From an optimization exercise on the open Yosys and OpenROAD flow, aimed at small area, a short achievable clock period and few clock cycles; shortcuts taken in it are not production practice.
At most, simulation tests tie the RTL to the original design; equivalence was not proved.
Power figures rest on the tool's default switching activity, not on a simulated workload.

Design bitcoin_hash1, start of the top module:
module bitcoin_hash1(
input logic          clk, reset_n, start,
input logic   [15:0] message_addr, output_addr,
output logic          done, mem_we,
output logic   [15:0] mem_addr,
output logic   [31:0] mem_write_data,
input logic   [31:0] mem_read_data);
For scale: about 8,400 cells after synthesis, roughly 1,100 flip-flops, roughly 120 I/O pins, ~0.056 mm2 of cells after synthesis.
==> flow/config.mk <==
export PLATFORM = sky130hd
export DESIGN_NAME = bitcoin_hash1
export DESIGN_NICKNAME = bitcoin_hash1
export VERILOG_FILES = /design/flow/design.v
export SDC_FILE = /design/flow/constraint.sdc
export NUM_CORES = 8
export LEC_CHECK = 0
export ABC_AREA = 1
export CAP_MARGIN = 20
export CORE_MARGIN = 2
export CORE_UTILIZATION = 40
export SETUP_SLACK_MARGIN = 4.5
export SLEW_MARGIN = 20
==> flow/constraint.sdc <==
create_clock -name core_clock -period 8.0 [get_ports {clk}]
set_input_delay 1.6000 -clock core_clock [delete_from_list [all_inputs] [get_ports {clk}]]
set_output_delay 1.6000 -clock core_clock [all_outputs]
set_load 0.01 [all_outputs]
standard.sh (not shown) runs the stock make flow with config.mk's settings and CLKGATE_MAP_FILE= SYNTH_SCRIPT=/design/flow/synth_recipe.tcl, a recipe that flattens the netlist after the stock synthesis.
==> flow/flow/run.sh <==
#!/bin/bash
# Own layout flow: the standard ORFS flow (standard.sh) with the changes
# described in flow/patch_synth.py. Flow settings and constraints are the standard flow's.
set -euo pipefail
python3 flow/patch_synth.py > patch_synth.log 2>&1
bash standard_x.sh finish > flow_make.log 2>&1
==> flow/flow/make_vars.txt <==
ADDER_MAP_FILE=
CTS_ARGS=-sink_clustering_enable -repair_clock_nets -dont_use_dummy_load -buf_list sky130_fd_sc_hd__clkbuf_8
==> flow/flow/patch_synth.py <==
# Writes synth_x.tcl, synth_recipe_x.tcl and standard_x.sh in the work folder:
# the standard flow (standard.sh, synth_recipe.tcl, ORFS synth.tcl) with these
# changes, all in how the layout is made:
#  - ABC runs flow/abc.script instead of the ORFS script (if that file exists);
#  - the make variables in flow/make_vars.txt (one NAME=value per line) are added
#    to standard.sh's make command (e.g. no adder-cell extraction, clock-tree options).
# Registers, the synth -nofsm -noshare calls, flattening and renaming are the standard flow's.
import os, shlex
work = os.getcwd()
flow_home = os.environ["FLOW_HOME"]
abc = os.path.join(work, "flow", "abc.script")
s = open(os.path.join(flow_home, "scripts", "synth.tcl")).read()
if os.path.exists(abc):
    old = "  log_cmd abc {*}$abc_args\n"
    assert s.count(old) == 1, "abc line not found"
    s = s.replace(old, """  set i [lsearch -exact $abc_args -script]
  set abc_args [lreplace $abc_args [expr {$i+1}] [expr {$i+1}] %s]
  log_cmd abc {*}$abc_args
""" % abc)
open(os.path.join(work, "synth_x.tcl"), "w").write(s)
b = open(os.path.join(work, "synth_recipe.tcl")).read()
old = "source $::env(SCRIPTS_DIR)/synth.tcl"
assert b.count(old) == 1, "synth.tcl source line not found"
open(os.path.join(work, "synth_recipe_x.tcl"), "w").write(b.replace(old, "source " + os.path.join(work, "synth_x.tcl")))
t = open(os.path.join(work, "standard.sh")).read()
old = "SYNTH_SCRIPT=" + os.path.join(work, "synth_recipe.tcl")
assert t.count(old) == 1, "SYNTH_SCRIPT not found in standard.sh"
t = t.replace(old, "SYNTH_SCRIPT=" + os.path.join(work, "synth_recipe_x.tcl"))
mv = os.path.join(work, "flow", "make_vars.txt")
extra = " ".join(shlex.quote(l.strip()) for l in open(mv) if l.strip()) if os.path.exists(mv) else ""
old = "CLKGATE_MAP_FILE= "
assert t.count(old) == 1, "make line not found in standard.sh"
open(os.path.join(work, "standard_x.sh"), "w").write(t.replace(old, old + extra + " "))
Testbench counts at the start, summed over its fixed seeds: cycles 108,824.
Next try:
--- a/flow/design.v
+++ b/flow/design.v
@@ -137,27 +137,26 @@
   end else begin
     if (c == 8'd4) k.tsel = 3'd5;
     else if (c >= 8'd5 && c <= 8'd52) k.tsel = 3'd1;
     else if (c == 8'd65) k.tsel = 3'd4;
     else if (c == 8'd72) k.tsel = 3'd6;
     else if (c >= 8'd73 && c <= 8'd120) k.tsel = 3'd1;
     else if (c >= 8'd125 && c <= 8'd127) k.tsel = 3'd2;
     else if (c == 8'd128) k.tsel = 3'd3;
     else if (c == 8'd129) k.tsel = 3'd4;
   end
   decode = k;
 endfunction
-ctl_t ct, ct_n;
-assign ct_n = decode(phase_n, cnt_n);
-always_ff @(posedge clk) ct <= ct_n;
+ctl_t ct;
+always_ff @(posedge clk) ct <= decode(phase_n, cnt_n);
 wire       ivin = ct.ivin,  t12 = ct.t12, t12f = ct.t12f, t2 = ct.t2, fixon = ct.fixon, wload = ct.wload, h2last = ct.h2last;
 wire [1:0] ivk = ct.ivk, fixt = ct.fixt;
 wire [2:0] t12k = ct.t12k, tsel = ct.tsel;
 wire [3:0] nonce_w = (phase == PH_B1) ? 4'd0 : n + 4'd1;
 wire [31:0] s0w  = rotr(w[1], 7) ^ rotr(w[1], 18) ^ (w[1] >> 3);
 wire [31:0] s1w  = rotr(w[14], 17) ^ rotr(w[14], 19) ^ (w[14] >> 10);
 wire [31:0] vs   = w[0] ^ w[9] ^ s0w;
 wire [31:0] vc   = ((w[0] & w[9]) | (w[0] & s0w) | (w[9] & s0w)) << 1;
 wire [31:0] us   = vs ^ vc ^ s1w;
 wire [31:0] uc   = ((vs & vc) | (vs & s1w) | (vc & s1w)) << 1;
 wire [31:0] wnew = us + uc;
 logic [31:0] tail;
@@ -181,27 +180,25 @@
 logic [31:0] ivc;
 always_comb begin
   case (t12k)
     3'd0: ivc = IV3; 3'd1: ivc = IV2; 3'd2: ivc = IV1; 3'd3: ivc = IV0;
     3'd4: ivc = IV7; 3'd5: ivc = IV6; 3'd6: ivc = IV5; default: ivc = IV4;
   endcase
 end
 wire [31:0] h1out = w[7] + (t12f ? ivc : rtap);
 function automatic logic [31:0] kconst(input logic last, input logic [5:0] i);
   if (last && i == 6'd63) kconst = 32'h307b5f59;
   else kconst = sha256_k(i);
 endfunction
-logic [5:0]  kidx_n;
-logic [31:0] kval;      
-always_ff @(posedge clk) kval <= kconst(ct_n.h2last, kidx_n);
+wire [31:0] kval = kconst(h2last, kidx);
 wire [31:0] S0  = rotr(A, 2) ^ rotr(A, 13) ^ rotr(A, 22);
 wire [31:0] S1  = rotr(E, 6) ^ rotr(E, 11) ^ rotr(E, 25);
 wire [31:0] ch  = (E & F) ^ (~E & G);
 wire [31:0] maj = (A & B) ^ (A & C) ^ (B & C);
 wire [31:0] xs  = P ^ ch ^ S1;
 wire [31:0] xc  = ((P & ch) | (P & S1) | (ch & S1)) << 1;
 wire [31:0] ys  = xs ^ xc ^ S0;
 wire [31:0] yc  = ((xs & xc) | (xs & S0) | (xc & S0)) << 1;
 wire [31:0] zs  = ys ^ yc ^ maj;
 wire [31:0] zc  = ((ys & yc) | (ys & maj) | (yc & maj)) << 1;
 wire [31:0] es  = xs ^ xc ^ D;
 wire [31:0] ec  = ((xs & xc) | (xs & D) | (xc & D)) << 1;
@@ -230,35 +227,36 @@
   if (wload) begin
     w[8] <= A; w[9] <= B; w[10] <= C; w[11] <= D;
     w[12] <= E; w[13] <= F; w[14] <= G; w[15] <= H;
   end else begin
     for (int i = 8; i < 15; i++) w[i] <= w[i+1];
     w[15] <= tail;
   end
   for (int i = 0; i < 7; i++) r[i] <= r[i+1];
   r[7] <= t12f ? h1out : r[0];
 end
 wire b1 = (phase == PH_B1);
 wire nn = (phase == PH_N);
-assign kidx_n = ((b1 && (cnt == 8'd10 || cnt == 8'd91)) || (nn && (cnt == 8'd66 || cnt == 8'd134))) ?
-                6'd0 : kidx + 6'd1;
 always_ff @(posedge clk) begin
   cnt <= cnt_n;
   if (phase == PH_IDLE) n <= 4'd0;
   else if (nn && cnt == 8'd135) n <= n + 4'd1;
   if (phase == PH_IDLE || (b1 && cnt == 8'd79) || (nn && cnt == 8'd122)) mem_addr <= message_addr;
   else if (nn && cnt == 8'd130) mem_addr <= output_addr;
   else mem_addr <= mem_addr + ((b1 && cnt == 8'd80) || (nn && cnt == 8'd123) ? 16'd16 :
                                (nn && cnt == 8'd131) ? {12'd0, n} : 16'd1);
-  kidx <= kidx_n;
+  if ((b1 && (cnt == 8'd10 || cnt == 8'd91)) || (nn && (cnt == 8'd66 || cnt == 8'd134)))
+    kidx <= 6'd0;
+  else
+    kidx <= kidx + 6'd1;
 end
 assign mem_write_data = A;
 always_ff @(posedge clk, negedge reset_n) begin
   if (!reset_n) begin
     phase <= PH_IDLE;
     done <= 1'b0;
     mem_we <= 1'b0;
   end else begin
     phase <= phase_n;
     mem_we <= nn && cnt == 8'd131;
     if (phase == PH_IDLE && start) done <= 1'b0;
     else if (nn && cnt == 8'd132 && last_n) done <= 1'b1;
Flip-flop and latch count came out higher by 1.
First-iteration DRC count came out higher by 2.2%.
Global-route usage is higher by 1.5 points.
Final cell count is higher by 1.7%.
Worst hold slack got worse by 16 ps.
Power is lower by 1.1%.
Routed wire length rose by 4.8%.
Area after synthesis barely changes.
Synthesized cell count increases by 1.4%.
Sequential share of layout area fell by 0.84 points.
Maximum frequency climbs by 0.62%.
Clock power stays flat.
No functional check of the RTL was part of the second run of this note.

-- separate check: timing with driven ports --
In the flow no input, the clock included, has a driving cell. The finished layouts below were timed again as built, in two steps.
Step 1: set_driving_cell puts a clkbuf_16 on clk and a buf_2 on each other input, an assumption about the parent block.
Step 2, shift: input delay + t, output delay - t, t = (earliest + latest rising clock arrival at the registers) / 2. This alone moves slack from input paths to output paths.
Three values: ideal ports, drivers, drivers and shift; two values: the first two.
run	shift t [ns]	setup slack, ns	hold slack, ns	worst data-port slew with drivers (ns)
the first run	0.965	4.463 / 4.463 / 4.044	0.284 / 0.284 / 0.284	0.06
the second run	0.970	4.484 / 4.484 / 4.239	0.268 / 0.268 / 0.268	0.11
After both steps setup and hold are still met in every run listed. For the first run, which loses most, drivers alone change the setup slack by 0.000 ns; drivers and shift together by -0.419 ns.
